Background: an optimization exercise with open tools, aiming at small area. Do not read the settings as production practice.
Function was checked by simulation only, so behaviour that the tests miss may differ from the original.
Power and IR drop assume default switching activity.

==> design/flow/flow/run.sh <==
#!/bin/bash
# Layout flow: the standard synthesis with an area-oriented abc script (the
# registers stay exactly the standard synthesis's; checked below), then the
# standard ORFS steps with a few placement/CTS settings changed.
set -euo pipefail
W=$PWD
R=orfs/results/$FLOW_PLATFORM/Main/base
export MY_ABC_SCRIPT=$W/flow/area.abc
export MY_AREA_MODULES="Main DataMemory MemWord MemRead bcd_decode"
export MY_DEEP_SCRIPT=$W/flow/deep.abc
export MY_DEEP_MODULES="bcd_decode"

# Reference: the unchanged standard synthesis, in its own work folder.
sed -e "s|WORK_HOME=[^ ]*|WORK_HOME=$W/ref|" standard.sh > ref_standard.sh
bash ref_standard.sh synth > ref_synth.log 2>&1

# This flow's synthesis.
bash standard.sh SYNTH_SCRIPT=$W/flow/my_synth.tcl synth > my_synth.log 2>&1

python3 flow/regs.py ref/results/$FLOW_PLATFORM/Main/base/1_2_yosys.v > regs_ref.log
python3 flow/regs.py $R/1_2_yosys.v > regs_mine.log
if ! cmp -s regs_ref.log regs_mine.log; then
  echo "registers differ from the standard synthesis: using its netlist" > regs_fallback.log
  cp ref/results/$FLOW_PLATFORM/Main/base/1_2_yosys.v $R/1_2_yosys.v
  rm -f $R/1_synth.odb
  bash standard.sh synth > my_synth_fallback.log 2>&1
fi

bash standard.sh GPL_TIMING_DRIVEN=0 \
  "CTS_ARGS=-sink_clustering_enable -repair_clock_nets -dont_use_dummy_load -sink_clustering_size 20 -sink_clustering_max_diameter 60 -buf_list sky130_fd_sc_hd__clkbuf_8" \
  "BUFFER_PORTS_ARGS=-buffer_cell sky130_fd_sc_hd__buf_1" \
  finish > finish.log 2>&1
==> design/flow/flow/area.abc <==
strash
dch
amap
strash
dch
amap
==> design/flow/flow/deep.abc <==
strash
&get -n
&deepsyn -T 10
&put
dch
amap
==> design/flow/flow/my_synth.tcl <==
# The standard synthesis (synth_recipe.tcl), with abc's script replaced by an
# area-oriented one (MY_ABC_SCRIPT). Registers, their names and cell types are
# the same as the standard synthesis's: only the combinational mapping differs.
proc synth {args} { yosys synth -nofsm -noshare {*}$args }
proc abc {args} {
  # Modules named in MY_AREA_MODULES get the area script MY_ABC_SCRIPT; the
  # rest keep the standard (speed) script, with its delay target dropped.
  set j [lsearch -exact $args -D]
  if { $j >= 0 } { set args [lreplace $args $j [expr { $j + 1 }]] }
  set area_args $args
  set i [lsearch -exact $area_args -script]
  lset area_args [expr { $i + 1 }] $::env(MY_ABC_SCRIPT)
  # Small modules named in MY_DEEP_MODULES first get the script
  # MY_DEEP_SCRIPT (a longer search), then those on MY_AREA_MODULES the area
  # script (glob patterns; abc leaves already mapped modules alone).
  if { [info exists ::env(MY_DEEP_MODULES)] } {
    set deep_args $area_args
    lset deep_args [expr { $i + 1 }] $::env(MY_DEEP_SCRIPT)
    set mods [list]
    foreach m $::env(MY_DEEP_MODULES) {
      if { [llength [yosys tee -q -s result.string select -list-mod $m]] } { lappend mods $m }
    }
    if { [llength $mods] } { yosys abc {*}$deep_args {*}$mods }
  }
  set mods [list]
  foreach m $::env(MY_AREA_MODULES) {
    if { [llength [yosys tee -q -s result.string select -list-mod $m]] } { lappend mods $m }
  }
  if { [llength $mods] } { yosys abc {*}$area_args {*}$mods }
  # Everything still unmapped (abc leaves mapped modules alone).
  yosys abc {*}$args
}
# No half/full-adder extraction and no Kogge-Stone carry map: plain gates
# for abc to map for area.
# Outputs wired straight to an input or a constant get the smallest buffer
# (the layout buffers every port again anyway).
set ::env(MIN_BUF_CELL_AND_PORTS) "sky130_fd_sc_hd__buf_1 A X"
if { [info exists ::env(MY_KEEP_ADDERS)] == 0 } {
  set ::env(ADDER_MAP_FILE) ""
  set ::env(SYNTH_OPERATIONS_ARGS) "-noshare"
}
source $::env(SCRIPTS_DIR)/synth.tcl
# left out here: clear keep_hierarchy, flatten, clean up, hide names made inside functions, write 1_2_yosys.v
==> design/flow/flow/regs.py <==
#!/usr/bin/env python3
# regs.py NETLIST: list "instance celltype" of every sequential cell, sorted.
import re, sys
txt = open(sys.argv[1]).read()
out = []
for m in re.finditer(r'^\s*(sky130_fd_sc_hd__\w+)\s+(\\\S+|\w+)\s*\(', txt, re.M):
    cell, inst = m.group(1), m.group(2)
    if re.match(r'sky130_fd_sc_hd__(s?e?df|dl)', cell):
        out.append('%s %s' % (inst, re.sub(r'_\d+$', '', cell)))
print('\n'.join(sorted(out)))
==> design/flow/standard.sh <==
#!/bin/bash
# synth_recipe.tcl (not shown) runs the flow's synth.tcl, then flattens the netlist and writes it again
# the make line also repeats each setting of config.mk as NAME=value (left out here)
make -C /OpenROAD-flow-scripts/flow DESIGN_CONFIG=/design/flow/config.mk WORK_HOME=/design/flow/orfs CLKGATE_MAP_FILE= SYNTH_SCRIPT=/design/flow/synth_recipe.tcl "${@:-finish}"
==> design/flow/config.mk <==
export PLATFORM = sky130hd
export DESIGN_NAME = Main
export DESIGN_NICKNAME = Main
export VERILOG_FILES = /design/flow/design.v
export SDC_FILE = /design/flow/constraint.sdc
export NUM_CORES = 4
export LEC_CHECK = 0
export CAP_MARGIN = 10
export CORE_MARGIN = 2
export CORE_UTILIZATION = 60
export SLEW_MARGIN = 10
export SYNTH_HIERARCHICAL = 1
export SYNTH_MINIMUM_KEEP_SIZE = 0
==> design/flow/constraint.sdc <==
create_clock -name core_clock -period 5.5 [get_ports {clk}]
set_input_delay 1.1000 -clock core_clock [delete_from_list [all_inputs] [get_ports {clk}]]
set_output_delay 1.1000 -clock core_clock [all_outputs]
set_load 0.01 [all_outputs]
==> design/flow/design.v <==
`timescale 1ns / 1ps
module bcd_decode(
    input [3:0] bcd,
    output [6:0] seg
    );
	wire [6:0] s0 = bcd[0] ? 7'b0000110 : 7'b0111111;  
	wire [6:0] s1 = bcd[0] ? 7'b1001111 : 7'b1011011;  
	wire [6:0] s2 = bcd[0] ? 7'b1101101 : 7'b1100110;  
	wire [6:0] s3 = bcd[0] ? 7'b0000111 : 7'b1111101;  
	wire [6:0] s4 = bcd[0] ? 7'b1101111 : 7'b1111111;  
	wire [6:0] s5 = bcd[0] ? 7'b1111100 : 7'b1110111;  
	wire [6:0] s6 = bcd[0] ? 7'b1011110 : 7'b0111001;  
	wire [6:0] s7 = bcd[0] ? 7'b1110001 : 7'b1111001;  
	wire [6:0] t0 = bcd[1] ? s1 : s0;
	wire [6:0] t1 = bcd[1] ? s3 : s2;
	wire [6:0] t2 = bcd[1] ? s5 : s4;
	wire [6:0] t3 = bcd[1] ? s7 : s6;
	wire [6:0] u0 = bcd[2] ? t1 : t0;
	wire [6:0] u1 = bcd[2] ? t3 : t2;
	assign seg = bcd[3] ? u1 : u0;
endmodule
`timescale 1ns / 1ps
module DataMemory(
    input clk,
    input [4:0] address,
    input [7:0] writeData,
    input reset,
    input write,
    output [7:0] readData
    );
	wire [7:0] x0 = writeData | {8{reset}};
	wire [7:0] x1 = writeData & {8{~reset}};
	wire [7:0] lo = 8'd1 << address[2:0];
	wire [3:0] hi = 4'd1 << address[4:3];
	wire [31:0] sel;
	wire [255:0] words;
	genvar i, j;
	generate
		for (i = 0; i < 32; i = i + 1) begin : w
			localparam [7:0] INIT = (i < 16) ? i : (i == 16) ? 0 : 256 - (i - 16);
			assign sel[i] = lo[i % 8] & hi[i / 8];
			wire en = reset | (write & sel[i]);
			wire [7:0] x;
			for (j = 0; j < 8; j = j + 1) begin : b
				assign x[j] = INIT[j] ? x1[j] : x0[j];
			end
			MemWord word(.clk(clk), .we(en), .we_n(~en), .x(x), .q(words[i * 8 +: 8]));
		end
	endgenerate
	MemRead r(.sel(sel), .words(words), .y(readData));
endmodule
module MemWord(
    input clk,
    input we,
    input we_n,
    input [7:0] x,
    output [7:0] q
    );
	reg [7:0] s;
	always @(posedge clk) s <= ~((s | {8{we}}) & (x | {8{we_n}}));
	assign q = s;
endmodule
module MemRead(
    input [31:0] sel,
    input [255:0] words,
    output [7:0] y
    );
	genvar b, t;
	generate
		for (b = 0; b < 8; b = b + 1) begin : bt
			wire [10:0] g;
			for (t = 0; t < 11; t = t + 1) begin : grp
				wire s0 = sel[t * 3];
				wire s1 = sel[t * 3 + 1];
				wire s2 = (t < 10) ? sel[t * 3 + 2] : 1'b0;
				wire d0 = words[(t * 3) * 8 + b];
				wire d1 = words[(t * 3 + 1) * 8 + b];
				wire d2 = (t < 10) ? words[(t * 3 + 2) * 8 + b] : 1'b0;
				assign g[t] = ~((s0 & d0) | (s1 & d1) | (s2 & d2));
			end
			assign y[b] = ~&g;
		end
	endgenerate
endmodule
`timescale 1ns / 1ps
module Main(
   input [7:0] instruction,
	input clk,
	input reset,
	output[7:0] pcc,
	output[6:0] out1,
	output[6:0] out2,
	output[6:0] out3,
	output[6:0] out4,
	output[6:0] out5
   );
	wire [1:0] op = instruction[7:6];
	wire [1:0] rs = instruction[5:4];
	wire [1:0] rt = instruction[3:2];
	wire [1:0] rd = instruction[1:0];
	wire [7:0] off = {{6{rd[1]}}, rd};
	reg p;
	always @(posedge clk) p <= ~p & ~reset;
	reg [7:0] pc;
	assign pcc = pc;
	wire [7:0] q0, q1, q2, q3, ql;
	wire [7:0] a = rs[1] ? (rs[0] ? q3 : q2) : (rs[0] ? q1 : q0);
	wire [7:0] b = rt[1] ? (rt[0] ? q3 : q2) : (rt[0] ? q1 : q0);
	wire [4:0] ar = a[4:0] ^ {5{p}};
	wire aup = ~rd[1] & rd[0] & ar[0];
	wire adn = rd[1] & (~rd[0] | ~ar[0]);
	reg [4:0] aones, azeros, addr;
	integer n;
	always @(*) begin
		aones[0] = 1'b0;
		azeros[0] = 1'b0;
		aones[1] = 1'b1;
		azeros[1] = 1'b1;
		for (n = 2; n < 5; n = n + 1) begin
			aones[n] = aones[n - 1] & ar[n - 1];
			azeros[n] = azeros[n - 1] & ~ar[n - 1];
		end
		addr[0] = ar[0] ^ rd[0];
		for (n = 1; n < 5; n = n + 1)
			addr[n] = ar[n] ^ ((aup & aones[n]) | (adn & azeros[n]));
	end
	wire [7:0] rdata;	 
	DataMemory d(.clk(clk), .reset(reset), .address(addr), .writeData(b),
	             .write(op == 2'd2), .readData(rdata));
	reg [8:0] c;
	reg [7:0] h, sum;
	integer m;
	always @(*) begin
		c[0] = p;
		for (m = 0; m < 8; m = m + 1) begin
			h[m] = a[m] ^ b[m];
			sum[m] = h[m] ^ c[m];
			c[m + 1] = h[m] ? c[m] : a[m];
		end
	end
	wire [7:0] x = (op[0] ? rdata : sum) | {8{reset}};
	wire wr = ~op[1];
	wire [1:0] dst = op[0] ? rt : rd;
	wire we0 = reset | (wr & (dst == 2'd0));
	wire we1 = reset | (wr & (dst == 2'd1));
	wire we2 = reset | (wr & (dst == 2'd2));
	wire we3 = reset | (wr & (dst == 2'd3));
	wire wel = reset | wr;
	MemWord r0(.clk(clk), .we(we0), .we_n(~we0), .x(x), .q(q0));
	MemWord r1(.clk(clk), .we(we1), .we_n(~we1), .x(x), .q(q1));
	MemWord r2(.clk(clk), .we(we2), .we_n(~we2), .x(x), .q(q2));
	MemWord r3(.clk(clk), .we(we3), .we_n(~we3), .x(x), .q(q3));
	MemWord rl(.clk(clk), .we(wel), .we_n(~wel), .x(x), .q(ql));
	wire jump = (op == 2'd3);
	wire odd = ~jump | ~rd[0];
	wire up = ((~jump | (rd == 2'b00)) & pc[0]) | (jump & (rd == 2'b01));
	wire dn = jump & (rd == 2'b10) & ~pc[0];
	reg [7:0] ones, zeros, pc_next;
	integer k;
	always @(*) begin
		ones[1] = 1'b1;
		zeros[1] = 1'b1;
		for (k = 2; k < 8; k = k + 1) begin
			ones[k] = ones[k - 1] & pc[k - 1];
			zeros[k] = zeros[k - 1] & ~pc[k - 1];
		end
		ones[0] = 1'b0;
		zeros[0] = 1'b0;
		pc_next[0] = pc[0] ^ odd;
		for (k = 1; k < 8; k = k + 1)
			pc_next[k] = pc[k] ^ ((up & ones[k]) | (dn & zeros[k]));
	end
	always @(posedge clk or posedge reset) begin
		if (reset) pc <= 8'd0;
		else pc <= pc_next;
	end
	wire [7:0] last = ql ^ {8{p}};
	wire [6:0] s1, s2, s4, s5;
	bcd_decode d1(.bcd(last[7:4]), .seg(s1));
	bcd_decode d2(.bcd(last[3:0]), .seg(s2));
	bcd_decode d4(.bcd(pc[7:4]), .seg(s4));
	bcd_decode d5(.bcd(pc[3:0]), .seg(s5));
	assign out1 = reset ? 7'b1010000 : s1;
	assign out2 = reset ? 7'b0011100 : s2;
	assign out3 = reset ? 7'b1111100 : 7'b0000000;
	assign out4 = {s4[6], s4[5] & ~reset, s4[4], s4[3:0] & {4{~reset}}};
	assign out5 = {s5[6] | reset, s5[5], s5[4] & ~reset, s5[3:2], s5[1] & ~reset, s5[0]};
endmodule
==> flow_metrics.env, run 1 <==
export IMPL_run_status="timing/DRC/antenna clean"
export IMPL_timing_fmax_mhz=186
export IMPL_min_to="d.w[2].word.s[6]"
export IMPL_htree_levels=1
export IMPL_synth_compound_area_share_pct=33.1
export IMPL_rsz0062_at_grt="false"
export IMPL_cts_sinks=305
export IMPL_hold_viol_final=0
export IMPL_path_cells="clkbuf_4 -> clkinv_4 -> o22ai_1 -> o22ai_2 -> nor2_1 -> a21oi_2 -> nand2_1 -> clkinv_1 -> o22ai_1 -> nor2_1 -> a21oi_1 -> clkinv_1 -> nand3_1 -> nor2_1 -> a222oi_1 -> nand4_1 -> or4_1 -> clkinv_1 -> o221ai_1 -> o22ai_1"
export IMPL_port_buffers=50
export IMPL_worstPathArrival_ns=5.81
export IMPL_drtAntennaViolNets=0
export IMPL_drive_gt1_share_pct=3.96
export IMPL_dp_slack_ns=-1.42
export IMPL_tightest_slew_ns=1.02
export IMPL_wl_per_cell_um=21.9
export IMPL_critPathLaunch="instruction[4]"
export IMPL_stdcell_count=1521
export IMPL_finalSetupViolCount=0
export IMPL_p_per_area_nw_per_um2=460
export IMPL_dieArea_um2=20100
export IMPL_synth_top_family_by_area="compound AO/OA/AOI/OAI gates"
export IMPL_postCtsSetupBuffers=0
export IMPL_yosysSeqAreaShare_pct=53.9
export IMPL_drv_cap=0
export IMPL_hold_ws_ns=0.450
export IMPL_cp_num_buf_inv=5
export IMPL_antenna_found_initial=0
export IMPL_antenna_cells_inserted=0
export IMPL_holdCritPathClass="flip-flop to flip-flop"
export IMPL_nets=1299
export IMPL_synthAdderAreaFrac_pct=0
export IMPL_post_drt_via_cell_ratio=7.04
export IMPL_ir_worst_vdd_uv=290
export IMPL_drtPass1Iterations=8
export IMPL_place_area_um2=12000
export IMPL_crit_required_ns=5.94
export IMPL_tns_ns=0
export IMPL_fin_skew_ns=0.0403
export IMPL_area_growth_pct=8.36
export IMPL_dp_cells=1500
export IMPL_cts_root_buf="clkbuf_8"
export IMPL_synth_area_um2=11400
export IMPL_ioPinCount=53
export IMPL_worstSetupPathType="primary input to flip-flop"
export IMPL_synth_seq_cells=305
export IMPL_dp_hpwl_um=22400
export IMPL_yosys_warnings=8
export IMPL_yosys_cell_types_count=28
export IMPL_yosys_area_top_type_share_pct=52.2
export IMPL_finalMaxSlewViolations=0
export IMPL_tritoncts="yes"
export IMPL_end_kind="flip-flop"
export IMPL_r2r_slack_ns=0.51
export IMPL_gp_congestion=0.902
export IMPL_hold_start="d.w[2].word.s[6]"
export IMPL_finalInstanceArea_um2=12400
export IMPL_final_setup_worst_slack_ns=0.129
export IMPL_power_leakage_nw=4.40
export IMPL_grt_first_pass_wirelength_um=51100
export IMPL_total_power_mw=5.69
export IMPL_syn_avg_cell_area_um2=9.43
export IMPL_r2r_start="p"
export IMPL_initial_core_util_pct=61.1
export IMPL_core_um2=18600
export IMPL_r2r_cells=15
export IMPL_rr_endpoint="r0.s[4]"
export IMPL_clockBufferDepth=3
export IMPL_min_period_over_period_pct=97.7
export IMPL_slew_headroom_pct=31.5
export IMPL_postCtsHoldBufs=0
export IMPL_synth_xor_area_share_pct=0.0768
export IMPL_synth_simple_gate_area_share_pct=9.75
export IMPL_drt_iter0_markers=1245
export IMPL_synthesis_instances=1209
export IMPL_grt_max_degree=39
export IMPL_post_route_drc_count=0
export IMPL_cp_max_fo=17
export IMPL_slowest_delay_ns=0.59
export IMPL_grt_usage_pct=31.9
export IMPL_n_fill_cell=1551
export IMPL_die_w_um=142
export IMPL_vias=10700
export IMPL_hold_depth=1
export IMPL_synth_area_top_cells="dfxtp_1 (52%), o22ai_1 (19%), a222oi_1 (7.0%), nor2_1 (3.9%), clkinv_1 (2.9%)"
export IMPL_final_util_pct=66.3
export IMPL_grt_overflow=0
export IMPL_wl_um=33200
export IMPL_synthMuxAreaShare_pct=0
export IMPL_clk_pin_slew_ns=0.10
export IMPL_startpoint_type="primary input"
export IMPL_yosysTopAreaCell="dfxtp_1"
export IMPL_cpMaxStageDelayCell="a222oi_1"
export IMPL_grt_pass1_vias=9227
export IMPL_cp_top_family="compound AO/OA/AOI/OAI gates"
export IMPL_die_h_um=142
export IMPL_cts_buffers=21
export IMPL_period_minus_slack_ns=5.37
export IMPL_num_rows=50
export IMPL_clock_latency_ns=0.56
## Yosys stat by module, one instance, submodules excluded
module      copies in the design  cells
Main                           1    252
MemRead                        1    120
DataMemory                     1    129
MemWord                       37     16
bcd_decode                     4     29
## flip-flops by register name, summed over array words and instances (netlist names)
register / cells
r3.s: 8
rl.s: 8
r0.s: 8
r1.s: 8
p: 1
d.w.word.s: 256
r2.s: 8
pc: 8
## final cells by class
cell class | count | area (µm²) | share of cell area, %
buffer | 7 | 26.3 | 0.213
clock buffer | 21 | 289 | 2.34
inverter | 87 | 333 | 2.69
multi-input combinational | 811 | 4970 | 40.2
sequential | 305 | 6150 | 49.8
tap | 234 | 293 | 2.37
timing repair buffer | 56 | 294 | 2.38
## cell usage after synthesis
library cell  instances
a222oi_1             80
and3_1                1
nand3_1               9
a221o_1               1
dfrtp_1               8
and2_0                4
a21oi_1              60
or4_1                 8
nand2_1              36
conb_1                1
o221ai_1              7
or3_1                 2
o21ai_0              44
nor2b_1              24
nand4_1              16
a31oi_1               5
clkinv_1             87
a21o_1                6
dfxtp_1             297
a22o_1                8
nor3_1                8
o22ai_1             352
or2_0                14
nor4_1                1
buf_1                 7
o31a_1                4
xor2_1                1
nor2_1              118
## metal layers
metal / track usage [%] / vias to the layer above / share of wire, %
met2: 47.7 / 543 / 43
met4: 11.9 / 0 / 3.9
li1: - / 5046 / -
met5: 0 / - / 0
met3: 4.59 / 92 / 8.7
met1: 47.0 / 5026 / 44
## report_power, final
| group | total [mW] | internal (mW) | switching (mW) |
|---|---|---|---|
| Clock | 1.01 | 0.345 | 0.668 |
| Sequential | 2.94 | 2.64 | 0.295 |
| Combinational | 1.74 | 0.626 | 1.11 |
| Total | 5.69 | 3.61 | 2.07 |
## cells by family (layout without fill, tap and decap cells)
family,after synthesis,after routing
buf+inv,94,171
simple gates,241,241
xor+xnor,1,1
flops,305,305
compound gates,567,567
other cells,1,2
## cells in the final DEF, fill, tap and decap left out, drive strengths merged, types with 14 or more instances in the layout
cell type,count
clkbuf,22
nor2b,24
a21oi,60
o21ai,44
clkinv,87
nor2,118
o22ai,352
dfxtp,297
nand2,36
buf,62
or2,14
a222oi,80
nand4,16
## worst max-delay path by stage
| stage | to | slack [ns] | cells past startpoint |
|---|---|---|---|
| after detailed placement | r0.s[4] | -1.42 | 18 |
| after global routing | r0.s[4] | 0.04 | 20 |
| after CTS | rl.s[4] | 0.09 | 18 |
| final | r0.s[4] | 0.13 | 20 |
| after global placement | r1.s[4] | -1.30 | 18 |
| after floorplan | r0.s[7] | 0.90 | 16 |
## what timing repair did
action / 4_1_cts / 5_1_grt
resized for setup: 6 / 11
cloned: 0 / 0
endpoints found under the setup margin: 215 / 41
pin swaps: 1 / 3
==> run 2: changes to the inputs <==
--- a/design/flow/design.v
+++ b/design/flow/design.v
@@ -1,4 +1,7 @@
 `timescale 1ns / 1ps
-module bcd_decode(
+module bcd_decode #(
+    parameter [6:0] FORCED = 7'b0000000
+    ) (
     input [3:0] bcd,
+    input force_,
     output [6:0] seg
@@ -19,3 +22,4 @@
 	wire [6:0] u1 = bcd[2] ? t3 : t2;
-	assign seg = bcd[3] ? u1 : u0;
+	wire [6:0] s = bcd[3] ? u1 : u0;
+	assign seg = force_ ? FORCED : s;
 endmodule
@@ -177,12 +181,7 @@
 	wire [7:0] last = ql ^ {8{p}};
-	wire [6:0] s1, s2, s4, s5;
-	bcd_decode d1(.bcd(last[7:4]), .seg(s1));
-	bcd_decode d2(.bcd(last[3:0]), .seg(s2));
-	bcd_decode d4(.bcd(pc[7:4]), .seg(s4));
-	bcd_decode d5(.bcd(pc[3:0]), .seg(s5));
-	assign out1 = reset ? 7'b1010000 : s1;
-	assign out2 = reset ? 7'b0011100 : s2;
+	bcd_decode #(.FORCED(7'b1010000)) d1(.bcd(last[7:4]), .force_(reset), .seg(out1));
+	bcd_decode #(.FORCED(7'b0011100)) d2(.bcd(last[3:0]), .force_(reset), .seg(out2));
+	bcd_decode #(.FORCED(7'b0010000)) d4(.bcd(pc[7:4]), .force_(reset), .seg(out4));
+	bcd_decode #(.FORCED(7'b1101101)) d5(.bcd(pc[3:0]), .force_(reset), .seg(out5));
 	assign out3 = reset ? 7'b1111100 : 7'b0000000;
-	assign out4 = {s4[6], s4[5] & ~reset, s4[4], s4[3:0] & {4{~reset}}};
-	assign out5 = {s5[6] | reset, s5[5], s5[4] & ~reset, s5[3:2], s5[1] & ~reset, s5[0]};
 endmodule
--- a/design/flow/flow/run.sh
+++ b/design/flow/flow/run.sh
@@ -8,5 +8,5 @@
 export MY_ABC_SCRIPT=$W/flow/area.abc
-export MY_AREA_MODULES="Main DataMemory MemWord MemRead bcd_decode"
+export MY_AREA_MODULES="Main DataMemory MemWord MemRead *bcd_decode*"
 export MY_DEEP_SCRIPT=$W/flow/deep.abc
-export MY_DEEP_MODULES="bcd_decode"
+export MY_DEEP_MODULES="*bcd_decode*"
 
==> run 2 against run 1 <==
Still clean on timing, DRC and antenna; maximum frequency fell by 0.15%; non-clock buffer count fell by 1; register-to-register slack improved by 0.07 ns; clock power barely moved; sequential share of layout area rose by 0.49 points; clock-buffer cell count fell by 1; critical path depth fell by 1; area after synthesis fell by 0.87%; sequential cell count did not move; critical path type unchanged.
==> flow_metrics.env, run 2 <==
export IMPL_grt_pass1_vias=9332
export IMPL_layout_commonest_cell="o22ai_1"
export IMPL_timing_fmax_mhz=186
export IMPL_hold_start="d.w[8].word.s[2]"
export IMPL_crit_cells=19
export IMPL_dp_hpwl_um=22100
export IMPL_antenna_cells_inserted=0
export IMPL_drt_iter0_markers=1246
export IMPL_holdCritPathClass="flip-flop to flip-flop"
export IMPL_r2r_start="p"
export IMPL_gp_congestion=0.915
export IMPL_rsz0062_at_grt="false"
export IMPL_hold_viol_final=0
export IMPL_yosys_cell_types_count=34
export IMPL_finalMaxSlewViolations=0
export IMPL_top_register="d.w.word.s"
export IMPL_drtAntennaViolNets=0
export IMPL_syn_avg_cell_area_um2=9.51
export IMPL_synthArstFlopShare_pct=2.62
export IMPL_tritoncts="yes"
export IMPL_tns_ns=0
export IMPL_crit_required_ns=5.93
export IMPL_nets=1276
export IMPL_cp_max_fo=17
export IMPL_clk_pin_slew_ns=0.09
export IMPL_cp_num_buf_inv=4
export IMPL_slowest_delay_ns=0.63
export IMPL_core_um2=18600
export IMPL_wl_um=32500
export IMPL_power_leakage_nw=4.36
export IMPL_yosysTopAreaCell="dfxtp_1"
export IMPL_period_minus_slack_ns=5.38
export IMPL_synth_area_um2=11300
export IMPL_num_rows=50
export IMPL_finalSetupViolCount=0
export IMPL_power_share_switching_pct=36.5
export IMPL_clock_latency_ns=0.56
export IMPL_min_period_over_period_pct=97.8
export IMPL_postCtsSetupBuffers=0
export IMPL_cpMaxStageDelayCell="a222oi_1"
export IMPL_synth_area_top_cells="dfxtp_1 (53%), o22ai_1 (19%), a222oi_1 (7.1%), nor2_1 (3.5%), clkinv_1 (2.9%)"
export IMPL_synthesis_instances=1188
export IMPL_yosys_area_top_type_share_pct=52.6
export IMPL_area_growth_pct=8.24
export IMPL_grt_overflow=0
export IMPL_clockBufferDepth=3
export IMPL_run_status="timing/DRC/antenna clean"
export IMPL_seqPwrFrac_pct=52.6
export IMPL_synth_edff_count=0
export IMPL_tightest_slew_ns=1.22
export IMPL_yosys_top_cells_count="o22ai_1 (348), dfxtp_1 (297), nor2_1 (104)"
export IMPL_ioPinCount=53
export IMPL_largest_reg_flops=256
export IMPL_grt_max_degree=40
export IMPL_most_common_layout_cells="o22ai_1 (347), dfxtp_1 (297), nor2_1 (103)"
export IMPL_drv_cap=0
export IMPL_cts_root_buf="clkbuf_8"
export IMPL_drive_gt1_share_pct=3.88
export IMPL_postCtsHoldBufs=0
export IMPL_post_drt_via_cell_ratio=7.00
export IMPL_path_cells="clkbuf_4 -> clkinv_4 -> o22ai_1 -> o22ai_2 -> a21oi_1 -> nor2b_2 -> nand2_1 -> o21ai_0 -> nor2_1 -> a21oi_2 -> clkinv_1 -> nand3_1 -> nor2_1 -> a222oi_1 -> nand4_1 -> or4_1 -> clkinv_1 -> o221ai_1 -> o22ai_1"
export IMPL_dieArea_um2=19900
export IMPL_worstPathArrival_ns=5.81
export IMPL_internal_power_mw=3.57
export IMPL_r2r_slack_ns=0.58
export IMPL_post_route_drc_count=0
export IMPL_hold_depth=1
export IMPL_cp_top_family="compound AO/OA/AOI/OAI gates"
export IMPL_fin_skew_ns=0.0538
export IMPL_end_kind="flip-flop"
export IMPL_ys_flop_type="dfxtp_1"
export IMPL_p_comb_share_pct=29.9
export IMPL_initial_core_util_pct=60.8
export IMPL_startpoint_type="primary input"
export IMPL_antenna_found_initial=0
export IMPL_grt_usage_pct=32.1
export IMPL_clkPwrFrac_pct=17.5
export IMPL_critPathLaunch="instruction[4]"
export IMPL_slew_headroom_pct=18.6
export IMPL_port_buffers=50
export IMPL_r2r_cells=17
export IMPL_dp_slack_ns=-1.23
export IMPL_yosysSeqAreaShare_pct=54.4
export IMPL_yosys_warnings=8
export IMPL_final_setup_worst_slack_ns=0.121
export IMPL_p_switching_mw=2.05
export IMPL_cts_buffers=20
export IMPL_htree_levels=1
export IMPL_drtPass1Iterations=10
export IMPL_grt_first_pass_wirelength_um=51500
export IMPL_synth_most_common_cell="o22ai_1"
export IMPL_p_per_area_nw_per_um2=460
export IMPL_die_h_um=141
export IMPL_worstSetupPathType="primary input to flip-flop"
export IMPL_cts_sinks=305
export IMPL_ir_worst_vdd_uv=316
export IMPL_synth_seq_cells=305
export IMPL_vias=10500
export IMPL_die_w_um=141
export IMPL_wl_per_cell_um=21.7
run 2: per-layer routing:
layer / wire (µm) / part of all wire [%] / global-route usage [%] / up-vias
met4: 1200 / 3.7 / 12.1 / 0
met1: 14300 / 44 / 48.1 / 4926
met3: 2820 / 8.7 / 4.59 / 73
met2: 14200 / 44 / 47.0 / 504
li1: - / - / - / 4985
met5: 0 / 0 / 0 / -
run 2: cell type report:
cell class              instances  area (µm²)
multi-input cells             789        4870
flip-flops and latches        305        6150
plain buffers                   7        26.3
clock buffers                  20         275
well taps                     234         293
inverters                      88         337
fillers                      1573        6350
repair buffers                 55         287
run 2: worst paths after layout:
path	end
min in group asynchronous	pc[7]
min	d.w[8].word.s[2]
max in group asynchronous	pc[4]
max reg2reg	r2.s[0]
min reg2reg	d.w[8].word.s[2]
max	r2.s[0]
run 2: cell families after synthesis:
logic type,Yosys count,synth area share (%)
AOI/OAI and AO/OA,558,33.2
DFF,305,54.4
and+or+nand+nor,228,9.17
buffers and inverters,95,3.16
xor gates and xnor gates,1,0.0775
other,1,0.0332
run 2: power groups by stage:
stage | Combinational [mW] | Sequential, mW | Clock, mW
after floorplan | 1.12 | 2.93 | 0
after detailed placement | 1.63 | 2.99 | 0
after CTS | 1.63 | 2.94 | 0.995
final | 1.68 | 2.96 | 0.982
after global routing | 1.84 | 3.01 | 1.09
after global placement | 1.58 | 2.98 | 0
run 2: stage by stage:
step | hold WS [ns] | area, µm² | utilization (%) | power [mW] | std cells
final | 0.449 | 12200 | 65.8 | 5.62 | 1498
after global routing | 0.462 | 12200 | 65.8 | 5.93 | 1498
after CTS | 0.451 | 12200 | 65.6 | 5.56 | 1498
after detailed placement | 0.436 | 11900 | 64.1 | 4.62 | 1478
after global placement | 0.429 | 11800 | 63.4 | 4.56 | 1473
after floorplan | 0.421 | 11300 | - | 4.04 | 1189
run 2: modules after synthesis (local to each module, per instance), excerpt:
module | cells | flops+latches | area (µm²)
Main | 231 | 9 | 1330
DataMemory | 129 | 0 | 574
MemRead | 120 | 0 | 1060
MemWord | 16 | 8 | 210
run 2: timing repair:
action,4_1_cts,5_1_grt
resized for setup,5,13
gates cloned,0,0
endpoints found under the setup margin,179,53
pin swaps,1,5
==> run 3: changes to the inputs <==
--- a/design/flow/design.v
+++ b/design/flow/design.v
@@ -40,3 +40,3 @@
 	wire [255:0] words;
-	genvar i, j;
+	genvar i;
 	generate
@@ -46,6 +46,3 @@
 			wire en = reset | (write & sel[i]);
-			wire [7:0] x;
-			for (j = 0; j < 8; j = j + 1) begin : b
-				assign x[j] = INIT[j] ? x1[j] : x0[j];
-			end
+			wire [7:0] x = (x1 & INIT) | (x0 & ~INIT);
 			MemWord word(.clk(clk), .we(en), .we_n(~en), .x(x), .q(words[i * 8 +: 8]));
@@ -71,18 +68,15 @@
     );
-	genvar b, t;
-	generate
-		for (b = 0; b < 8; b = b + 1) begin : bt
-			wire [10:0] g;
-			for (t = 0; t < 11; t = t + 1) begin : grp
-				wire s0 = sel[t * 3];
-				wire s1 = sel[t * 3 + 1];
-				wire s2 = (t < 10) ? sel[t * 3 + 2] : 1'b0;
-				wire d0 = words[(t * 3) * 8 + b];
-				wire d1 = words[(t * 3 + 1) * 8 + b];
-				wire d2 = (t < 10) ? words[(t * 3 + 2) * 8 + b] : 1'b0;
-				assign g[t] = ~((s0 & d0) | (s1 & d1) | (s2 & d2));
-			end
-			assign y[b] = ~&g;
-		end
-	endgenerate
+	reg [7:0] g [0:10];
+	reg [7:0] r;
+	integer t;
+	always @(*) begin
+		for (t = 0; t < 10; t = t + 1)
+			g[t] = ~((words[(t * 3) * 8 +: 8] & {8{sel[t * 3]}}) |
+			         (words[(t * 3 + 1) * 8 +: 8] & {8{sel[t * 3 + 1]}}) |
+			         (words[(t * 3 + 2) * 8 +: 8] & {8{sel[t * 3 + 2]}}));
+		g[10] = ~((words[240 +: 8] & {8{sel[30]}}) | (words[248 +: 8] & {8{sel[31]}}));
+		r = ~((((g[0] & g[1]) & (g[2] & g[3])) & ((g[4] & g[5]) & (g[6] & g[7]))) &
+		       ((g[8] & g[9]) & g[10]));
+	end
+	assign y = r;
 endmodule
==> run 3 against run 2 <==
Still clean on timing, DRC and antenna; critical path depth grew 1; register-to-register slack improved by 0.05 ns; area after synthesis about the same; sequential power about the same; clock-buffer cell count unchanged; synthesized cell count is 0.42% higher; die area hardly changed; routed wire length is essentially flat; non-clock buffer count decreased by 1; worst setup slack better by 0.13 ns; largest cell class unchanged.
==> flow_metrics.env, run 3 <==
export IMPL_tns_ns=0
export IMPL_slew_headroom_pct=34.6
export IMPL_slowest_delay_ns=0.74
export IMPL_synth_area_top_cells="dfxtp_1 (53%), o22ai_1 (19%), a222oi_1 (7.1%), nor2_1 (3.6%), clkinv_1 (3.1%)"
export IMPL_drive_gt1_share_pct=3.86
export IMPL_cts_buffers=20
export IMPL_synth_seq_cells=305
export IMPL_synth_area_um2=11300
export IMPL_crit_required_ns=5.94
export IMPL_rsz0062_at_grt="false"
export IMPL_dieArea_um2=19900
export IMPL_nets=1280
export IMPL_synth_simple_gate_area_share_pct=8.99
export IMPL_timing_fmax_mhz=191
export IMPL_synthAdderAreaFrac_pct=0
export IMPL_yosys_warnings=10
export IMPL_yosys_area_top_type_share_pct=52.6
export IMPL_path_cells="clkbuf_4 -> clkinv_4 -> o22ai_1 -> o22ai_2 -> a21oi_1 -> nor2b_2 -> and3_1 -> nand2b_1 -> nand2_1 -> nor2_1 -> a21oi_2 -> clkinv_1 -> nand2_2 -> nor2_1 -> a222oi_1 -> nand4_1 -> or4_1 -> clkinv_1 -> o221ai_1 -> o22ai_1"
export IMPL_largest_reg_flops=256
export IMPL_antenna_cells_inserted=0
export IMPL_ioPinCount=53
export IMPL_synthArstFlopShare_pct=2.62
export IMPL_power_leakage_nw=4.36
export IMPL_drtAntennaViolNets=0
export IMPL_yosys_cell_types_count=34
export IMPL_finalSetupViolCount=0
export IMPL_vias=10500
export IMPL_synth_xor_area_share_pct=0.0775
export IMPL_n_fill_cell=1583
export IMPL_gp_congestion=0.940
export IMPL_hold_viol_final=0
export IMPL_ir_worst_vdd_uv=294
export IMPL_yosys_top_cells_count="o22ai_1 (348), dfxtp_1 (297), nor2_1 (108)"
export IMPL_run_status="timing/DRC/antenna clean"
export IMPL_yosysTopAreaCell="dfxtp_1"
export IMPL_holdCritPathClass="flip-flop to flip-flop"
export IMPL_synthesis_instances=1193
export IMPL_postCtsHoldBufs=0
export IMPL_clock_latency_ns=0.57
export IMPL_core_um2=18600
export IMPL_fin_skew_ns=0.0717
export IMPL_synth_edff_count=0
export IMPL_clk_pin_slew_ns=0.11
export IMPL_layout_commonest_cell="o22ai_1"
export IMPL_num_rows=50
export IMPL_drtPass1Iterations=9
export IMPL_htree_levels=1
export IMPL_synthMuxAreaShare_pct=0
export IMPL_cts_root_buf="clkbuf_8"
export IMPL_tritoncts="yes"
export IMPL_die_w_um=141
export IMPL_area_growth_pct=8.02
export IMPL_top_register="d.w.word.s"
export IMPL_yosysSeqAreaShare_pct=54.4
export IMPL_final_util_pct=65.7
export IMPL_synth_top_family_by_area="compound AO/OA/AOI/OAI gates"
export IMPL_dp_slack_ns=-1.31
export IMPL_grt_pass1_vias=9345
export IMPL_port_buffers=50
export IMPL_post_route_drc_count=0
export IMPL_syn_avg_cell_area_um2=9.47
export IMPL_ys_flop_type="dfxtp_1"
export IMPL_cpMaxStageDelayCell="a222oi_1"
export IMPL_wl_per_cell_um=21.6
export IMPL_drv_cap=0
export IMPL_die_h_um=141
export IMPL_most_common_layout_cells="o22ai_1 (347), dfxtp_1 (297), nor2_1 (103)"
export IMPL_wl_um=32500
export IMPL_tightest_slew_ns=0.976
export IMPL_p_per_area_nw_per_um2=459
export IMPL_grt_first_pass_wirelength_um=50700
export IMPL_dp_hpwl_um=22200
export IMPL_end_kind="flip-flop"
export IMPL_synth_most_common_cell="o22ai_1"
export IMPL_drt_iter0_markers=1364
export IMPL_period_minus_slack_ns=5.25
export IMPL_cp_max_fo=17
export IMPL_total_power_mw=5.60
export IMPL_worstSetupPathType="primary input to flip-flop"
export IMPL_cts_sinks=305
export IMPL_grt_max_degree=38
export IMPL_clockBufferDepth=3
export IMPL_grt_usage_pct=31.6
export IMPL_initial_core_util_pct=60.8
export IMPL_antenna_found_initial=0
export IMPL_final_setup_worst_slack_ns=0.251
export IMPL_grt_overflow=0
export IMPL_worstPathArrival_ns=5.69
export IMPL_post_drt_via_cell_ratio=7.01
export IMPL_startpoint_type="primary input"
export IMPL_finalMaxSlewViolations=0
export IMPL_min_period_over_period_pct=95.4
export IMPL_synth_compound_area_share_pct=33.2
run 3: changes by cell type in the layout (fill, tap and decap cells not counted), sizes merged:
| cell | delta |
|---|---|
| buf | -1 |
| clkinv | +4 |
| clkinvlp | +1 |
| nand2 | +4 |
| nor2 | +4 |
| nor2b | -4 |
| or2 | -4 |
run 3: cell type report:
type | count | area (µm²) | area share [%]
plain buffers | 7 | 26.3 | 0.215
repair buffers | 54 | 259 | 2.12
flip-flops and latches | 305 | 6150 | 50.4
well taps | 234 | 293 | 2.40
inverters | 93 | 359 | 2.94
clock buffers | 20 | 275 | 2.26
multi-input cells | 789 | 4850 | 39.7
run 3: through the flow:
step | instances | area, µm² | hold slack (ns)
after floorplan | 1194 | 11300 | 0.421
after global placement | 1478 | 11800 | 0.430
after detailed placement | 1482 | 11900 | 0.436
after CTS | 1502 | 12200 | 0.449
after global routing | 1502 | 12200 | 0.461
final | 1502 | 12200 | 0.447
run 3: final timing paths:
path,start,endpoint,slack (ns),cells past startpoint
max,instruction[4],rl.s[6],0.25,20
min,d.w[2].word.s[7],d.w[2].word.s[7],0.45,1
max reg2reg,p,rl.s[6],0.63,16
min reg2reg,d.w[2].word.s[7],d.w[2].word.s[7],0.45,1
max in group asynchronous,reset,pc[0],4.26,2
min in group asynchronous,reset,pc[6],0.95,2
run 3: cell families (layout without fill, tap and decap cells):
family / after synthesis / in the layout
flip-flops: 305 / 305
AO/OA/AOI/OAI: 558 / 558
AND/OR/NAND/NOR: 228 / 228
other: 1 / 2
buffers and inverters: 100 / 174
XOR/XNOR: 1 / 1
run 3: repair_timing:
action,in CTS,in global routing
pin swaps,1,4
setup endpoints to repair,236,42
resized for setup,6,13
setup buffers,0,0
cloned,0,0
endpoints found under the hold margin,0,0
run 3: per-module statistics from Yosys (local to each module, per instance), a selection:
| module | flops+latches | cells | copies in the design |
|---|---|---|---|
| Main | 9 | 231 | 1 |
| MemRead | 0 | 120 | 1 |
| DataMemory | 0 | 134 | 1 |
| MemWord | 8 | 16 | 37 |
run 3: critical path: cells and delay by family:
family	cells	cell delay, ns
AOI/OAI and AO/OA	7	2.05
and+or+nand+nor	9	1.87
buffers and inverters	4	0.67
run 3: power by group:
group          switching, mW  total [mW]  internal (mW)  leakage (nW)
Combinational           1.09        1.67          0.581          1.61
Sequential             0.302        2.95           2.65          2.60
Clock                  0.645       0.975          0.330         0.144
run 3: layer usage:
metal | GRT usage, % | up-vias | share of wire (%)
met5 | 0 | - | 0
met4 | 12.1 | 0 | 4.2
met3 | 3.91 | 92 | 8.4
met2 | 48.0 | 502 | 44
met1 | 46.2 | 4940 | 44
li1 | - | 4996 | -

[afterwards: timing with drivers on the ports]
How much do the figures lean on ideal ports? The routed layouts below were timed once more, with nothing changed but the port constraints.
Step 1 (the two cells are an assumption about what drives the block):
set clk [get_ports {clk}]
set_driving_cell -lib_cell sky130_fd_sc_hd__clkbuf_16 $clk
set_driving_cell -lib_cell sky130_fd_sc_hd__buf_2 [delete_from_list [all_inputs] $clk]
Step 2, shift: input delay + t, output delay - t, t = (earliest + latest rising clock arrival at the registers) / 2. This alone moves slack from input paths to output paths.
Slacks: no drivers / after step 1 / after step 2; pairs: no drivers / after step 1.
run	shift t [ns]	setup WS [ns]	hold slack, ns	slew at the worst register clock pin (ns)	cell pins on the clock port's net
run 1	0.582	0.129 / 0.148 / -0.434	0.450 / 0.450 / 0.450	0.12 / 0.12	1
run 2	0.575	0.121 / 0.140 / -0.435	0.449 / 0.449 / 0.449	0.12 / 0.12	1
run 3	0.580	0.251 / 0.273 / -0.307	0.447 / 0.447 / 0.447	0.12 / 0.12	1
Met with ideal ports but missed after step 2: setup timing in every run listed. For run 1, which loses most, drivers alone change the setup slack by +0.019 ns; drivers and shift together by -0.563 ns.
